Source: an optimization exercise on an open RTL-to-GDS flow (aim: small area and few clock cycles). Production flows keep margins and buffers that such runs may drop.
For this run, only the layout was checked, not whether the RTL still works.
No activity file was given, so power comes from the tool's default toggle rates.

==> design.v <==
`timescale 1ns/1ns
module mul_divider
#(parameter RM = 2, parameter RD = 2)
(
    input   wire    rst,
    input   wire    clk,
    output  wire    muldiv_int,
                                        input   wire    muldiv_cn_wctrl,
                                        input   wire    muldiv_ar_wctrl,
    output  wire  [7:0] muldiv_br,      input   wire    muldiv_br_wctrl,
    output  wire  [7:0] muldiv_hr,      input   wire    muldiv_hr_wctrl,
    output  wire  [7:0] muldiv_cr,      input   wire    muldiv_cr_wctrl,
    input   wire  [7:0] dbus_wdata
  );
localparam NM = 8/RM;      
localparam ND = 16/RD;     
reg           muldiv_run;
reg           muldiv_f;
reg           muldiv_md;
reg   [1:0]   muldiv_sm;
reg   [7:0]   ar_reg;
reg   [7:0]   br_reg;
reg   [7:0]   hr_reg;
reg   [7:0]   cr_reg;
reg   [2:0]   cnt_reg;
assign  muldiv_br   =br_reg;
assign  muldiv_hr   =hr_reg;
assign  muldiv_cr   =cr_reg;
assign  muldiv_int  = muldiv_f;
wire  [7:0] a0 = muldiv_ar_wctrl ? dbus_wdata : ar_reg;
wire  [7:0] b0 = muldiv_br_wctrl ? dbus_wdata : br_reg;
wire  [7:0] h0 = muldiv_hr_wctrl ? dbus_wdata : hr_reg;
wire        start = (muldiv_cn_wctrl & dbus_wdata[5])
                  | (muldiv_ar_wctrl & (muldiv_sm==2'h1))
                  | (muldiv_br_wctrl & (muldiv_sm==2'h2))
                  | (muldiv_hr_wctrl & (muldiv_sm==2'h3));
wire        md_eff = muldiv_cn_wctrl ? dbus_wdata[3] : muldiv_md;
wire           sub = md_eff;
reg   [7:0]  u_h;        
reg   [7:0]  u_c;        
reg   [7:0]  u_rem;      
reg   [15:0] u_x;        
reg   [8:0]  u_a, u_b;
reg   [9:0]  u_s;
integer j;
always @*
begin
  u_h   = start ? 8'h0 : hr_reg;
  u_c   = start ? a0   : cr_reg;
  u_rem = start ? 8'h0 : cr_reg;
  u_x   = {h0, b0};
  for (j = 0; j < 2; j = j + 1)
  begin
    u_a = sub ? {u_rem, u_x[15]} : {1'b0, u_h};
    u_b = sub ? ~{1'b0, a0}      : {1'b0, b0 & {8{u_c[0]}}};
    u_s = {1'b0, u_a} + {1'b0, u_b} + {9'h0, sub};
    u_rem = u_s[9] ? u_s[7:0] : u_a[7:0];
    u_x   = {u_x[14:0], u_s[9]};
    u_h   = u_s[8:1];
    u_c   = {u_s[0], u_c[7:1]};
  end
end
wire  [15:0]   m_next = {u_h, u_c};
wire           m_last = ~start & (cnt_reg == NM-2);
wire  [7:0]    r_rem = u_rem;
wire  [15:0]   r_x = u_x;
wire           d_last = ~start & (cnt_reg == ND-2);
always
@(negedge rst or posedge clk)
begin
  if(~rst)
  begin
    {muldiv_f,muldiv_run,muldiv_md,muldiv_sm}<=5'h0;
    ar_reg <=8'h0;
    br_reg <=8'h0;
    hr_reg <=8'h0;
    cr_reg <=8'h0;
    cnt_reg <=3'h0;
  end
  else
  begin
    if(muldiv_cn_wctrl) {muldiv_f,muldiv_run,muldiv_md,muldiv_sm}<={dbus_wdata[6:5],dbus_wdata[3],dbus_wdata[1:0]};
    if(muldiv_ar_wctrl) ar_reg<=dbus_wdata;
    if(muldiv_br_wctrl) br_reg<=dbus_wdata;
    if(muldiv_hr_wctrl) hr_reg<=dbus_wdata;
    if(muldiv_cr_wctrl) cr_reg<=dbus_wdata;
    if(start | muldiv_run)
    begin
      cnt_reg <= start ? 3'h0 : cnt_reg + 1'b1;
      if(~md_eff)
      begin
        {hr_reg,cr_reg} <= m_next;
        muldiv_f   <= m_last;
        muldiv_run <= ~m_last;
      end
      else
      begin
        {hr_reg,br_reg} <= r_x;
        cr_reg <= r_rem;
        muldiv_f   <= d_last;
        muldiv_run <= ~d_last;
      end
      if(muldiv_cn_wctrl & ~dbus_wdata[5])
      begin
        muldiv_f   <= dbus_wdata[6];
        muldiv_run <= 1'b0;
      end
    end
  end
end
endmodule
==> run.sh <==
#!/bin/bash
# synth_recipe.tcl (not shown) runs the flow's synth.tcl, then flattens the netlist and writes it again
# the make line also repeats each setting of config.mk as NAME=value (left out here)
make -C /OpenROAD-flow-scripts/flow DESIGN_CONFIG=/design/flow/config.mk WORK_HOME=/design/flow/orfs CLKGATE_MAP_FILE= SYNTH_SCRIPT=/design/flow/synth_recipe.tcl finish
==> config.mk <==
export PLATFORM = sky130hd
export DESIGN_NAME = mul_divider
export DESIGN_NICKNAME = mul_divider
export VERILOG_FILES = /design/flow/design.v
export SDC_FILE = /design/flow/constraint.sdc
export NUM_CORES = 4
export LEC_CHECK = 0
export ABC_AREA = 1
export CAP_MARGIN = 20
export CORE_MARGIN = 2
export CORE_UTILIZATION = 40
export GPL_TIMING_DRIVEN = 0
export SLEW_MARGIN = 20
==> constraint.sdc <==
create_clock -name core_clock -period 5.0 [get_ports {clk}]
set_input_delay 1.0000 -clock core_clock [delete_from_list [all_inputs] [get_ports {clk}]]
set_output_delay 1.0000 -clock core_clock [all_outputs]
set_load 0.01 [all_outputs]
==> notes.md <==
path summary, 6_finish.rpt:
path | startpoint | cells past startpoint | endpoint | slack [ns]
worst min-delay path | cnt_reg[1] | 2 | cnt_reg[1] | 0.53
min in group asynchronous | rst | 1 | cnt_reg[1] | 0.55
worst max register to register | muldiv_sm[0] | 34 | cr_reg[4] | 0.67
worst min register to register | cnt_reg[1] | 2 | cnt_reg[1] | 0.53
worst max-delay path | muldiv_ar_wctrl | 29 | cr_reg[4] | 0.16
max in group asynchronous | rst | 2 | hr_reg[1] | 3.99
placed cells by master (no fill, tap or decap), types with 11 or more instances in the layout:
| master | Yosys | routed |
|---|---|---|
| nor2_1 | 24 | 20 |
| nand2_1 | 193 | 185 |
| nand3_1 | 28 | 28 |
| buf_4 | 0 | 17 |
| inv_1 | 63 | 58 |
| a21oi_2 | 3 | 11 |
| nand2_2 | 5 | 13 |
| a21oi_1 | 36 | 26 |
| clkdlybuf4s50_1 | 0 | 30 |
| o21ai_0 | 50 | 40 |
| dfrtp_1 | 40 | 40 |
| inv_2 | 6 | 11 |
power by group through the flow:
stage          registers [mW]  clock network [mW]  logic, mW
3_3_place_gp            0.526                   0       1.48
4_1_cts                 0.522               0.218       1.57
2_1_floorplan           0.539                   0      0.987
6_report                0.522               0.217       1.78
3_5_place_dp            0.527                   0       1.50
5_1_grt                 0.537               0.231       1.97
final cells by class:
| cell class | instances | area (sq um) | area share, % |
|---|---|---|---|
| sequential | 40 | 1000 | 22.2 |
| clock inverter | 2 | 12.5 | 0.277 |
| timing repair buffer | 56 | 508 | 11.3 |
| inverter | 72 | 290 | 6.43 |
| clock buffer | 5 | 68.8 | 1.52 |
| tap | 108 | 135 | 2.99 |
| multi-input combinational | 405 | 2320 | 51.5 |
| buffer | 19 | 174 | 3.85 |
cells in the mapped netlist (all sizes together):
| master | count |
|---|---|
| nand3 | 33 |
| o221ai | 2 |
| o211ai | 3 |
| xnor2 | 3 |
| a21oi | 39 |
| a221oi | 2 |
| a31oi | 4 |
| clkbuf | 5 |
| clkinv | 2 |
| nand2 | 202 |
| dfrtp | 40 |
| ha | 16 |
| xor2 | 7 |
| nor2 | 25 |
| nand4 | 1 |
| buf | 14 |
| fa | 4 |
| a211oi | 1 |
| o21ai | 58 |
| or2 | 2 |
| o31ai | 1 |
| o21bai | 2 |
| inv | 70 |
cells by family (layout without fill, tap and decap cells):
logic type                 after synthesis  count (layout)  synth area share (%)
DFF                                     40              40                  28.3
AOI/OAI and AO/OA                      112             112                  17.4
xor gates and xnor gates                10              10                  2.47
adders and majority gates               20              20                  7.91
buffers and inverters                   91             154                  12.2
and+or+nand+nor                        263             263                  31.8
stage by stage:
stage	setup WS, ns	util, %	std cells
floorplan	0.325	-	536
global placement	-1.05	46.9	681
detailed placement	-1.11	47.0	682
CTS	0.00145	49.2	698
global route	-0.0142	52.3	707
finish	0.165	52.3	707
routing by layer:
| layer | part of all wire, % | track usage [%] | wire [um] |
|---|---|---|---|
| met1 | 45 | 35.1 | 5450 |
| met3 | 5.3 | 3.36 | 642 |
| met5 | 0 | 0 | 0 |
| met4 | 1.8 | 4.59 | 220 |
| met2 | 48 | 40.9 | 5770 |
worst min-delay path, cell delays in order (launching register included):
cell     delay, ns
dfrtp_1       0.38
nand2_1       0.06
o31ai_1       0.06
timing repair:
| item | in CTS | in global routing |
|---|---|---|
| pin swaps | 7 | 20 |
| setup endpoints to repair | 17 | 13 |
| hold endpoints to repair | 0 | 0 |
| gates resized for setup | 25 | 64 |
| buffers inserted | 9 | 9 |
==> flow_metrics.env <==
export IMPL_outcome="timing/DRC/antenna clean"
export IMPL_first_global_vias=3522
export IMPL_p_leak_nw=2.25
export IMPL_synth_top_area_share_pct=28.3
export IMPL_whs_ns=0.533
export IMPL_drv_cap=0
export IMPL_peakVddDrop_v=0.000202
export IMPL_dieWidth_um=98.1
export IMPL_cp_arrival_ns=5.04
export IMPL_netlist_area_sq_um=3540
export IMPL_cpMaxStageDelayCell="o21ai_0"
export IMPL_tightest_slew_ns=0.690
export IMPL_synth_cells=536
export IMPL_finalHoldViolCount=0
export IMPL_core_area_sq_um=8640
export IMPL_drtAntennaViolNets=0
export IMPL_dieArea_sq_um=9620
export IMPL_dp_final_hpwl_um=9250
export IMPL_synthTopCellsByArea="dfrtp_1, nand2_1, o21ai_0"
export IMPL_cp_slowest_stage_delay_ns=0.50
export IMPL_holdBufCountCts=0
export IMPL_syn_avg_cell_area_sq_um=6.61
export IMPL_cp_start_kind="input pin"
export IMPL_nNetsFinal=634
export IMPL_routabilityCongestion=0.922
export IMPL_hold_path_class="flip-flop to flip-flop"
export IMPL_route_detailed_drc=0
export IMPL_io_buffers=37
export IMPL_crit_required_ns=5.20
export IMPL_drv_slew=0
export IMPL_routed_via_density=5.32
export IMPL_fin_crit_sh_pct=96.7
export IMPL_p_sw_mw=1.25
export IMPL_finalSetupViolCount=0
export IMPL_cts_buffers=5
export IMPL_critPathBufInv=6
export IMPL_crit_type="input pin to flip-flop"
export IMPL_clk_latency_ns=0.30
export IMPL_placed_cell_area_sq_um=4060
export IMPL_ys_warnings_count=1
export IMPL_cts_buffer_depth=2
export IMPL_drtIter0Drc=210
export IMPL_synth_seq_area_share_pct=28.3
export IMPL_syn_num_nets=571
export IMPL_end_kind="flip-flop"
export IMPL_p_seq_share_pct=20.7
export IMPL_worst_clock_skew_ns=0.0112
export IMPL_layout_min_cycle_time_ns=4.84
export IMPL_relSlewSlack_pct=53.8
export IMPL_syn_to_final_growth_pct=27.4
export IMPL_wire_per_inst_um=17.1
export IMPL_stdcell_area_sq_um=4510
export IMPL_crit_fanout=10
export IMPL_cellPowerDensity_nw_per_um2=559
export IMPL_gr_total_overflow=0
export IMPL_clock_fmax_mhz=207
export IMPL_cts_tree="yes"
export IMPL_crit_family="compound AO/OA/AOI/OAI gates"
export IMPL_cpMostUsedCell="nand2_1"
export IMPL_swShare_pct=49.4
export IMPL_clock_power_share_pct=8.6
export IMPL_p_total_mw=2.52
export IMPL_cts_root_buffer="clkbuf_8"
export IMPL_clock_sinks=40
export IMPL_grt_first_pass_wirelength_um=18600
export IMPL_intPower_mw=1.28
export IMPL_synth_area_leader_cell="dfrtp_1"
export IMPL_rows=34
export IMPL_drt_wl_total_um=12100
export IMPL_grt_usage_pct=24.8
export IMPL_antenna_cells=0
export IMPL_start_util_pct=41.0
export IMPL_vias=3762
export IMPL_ios=40
export IMPL_setup_tns_ns=0
export IMPL_antenna_found_initial=0
export IMPL_synth_seq_cells=40
export IMPL_dr_pass1_iters=5
export IMPL_n_fill_cell=881
export IMPL_h_tree_depth=2
export IMPL_grt_start_max_net_pins=32
export IMPL_drive_above_1_share_pct=20.4
export IMPL_pwr_share_comb_pct=70.7
export IMPL_clk_pin_slew_ns=0.09
export IMPL_synth_cell_types=37
export IMPL_die_y_um=98.1

## re-timing with driven ports
The results above use ideal ports. As a check the final layout listed here was re-extracted and re-timed, cells and wires unchanged. Step 1, drivers: a clkbuf_16 drives clk and a buf_2 each remaining input, both assumed. Step 2 adds t to the input delays and takes it off the output delays; t is the mean of the earliest and latest rising clock arrival at the registers after step 1. Input paths then give back, and output paths get back, about the clock's delay inside the block. Three values: no drivers, after step 1, after step 2; two values: the first two.
t, ns: 0.328
slack for setup (ns): 0.165 / 0.177 / -0.150
worst hold slack (ns): 0.533 / 0.533 / 0.533
worst slew at a driven data input, ns: 0.04
With both steps, setup timing fails in this run, where it was met with ideal ports. For this run, drivers alone change the setup slack by +0.012 ns; drivers and shift together by -0.315 ns.
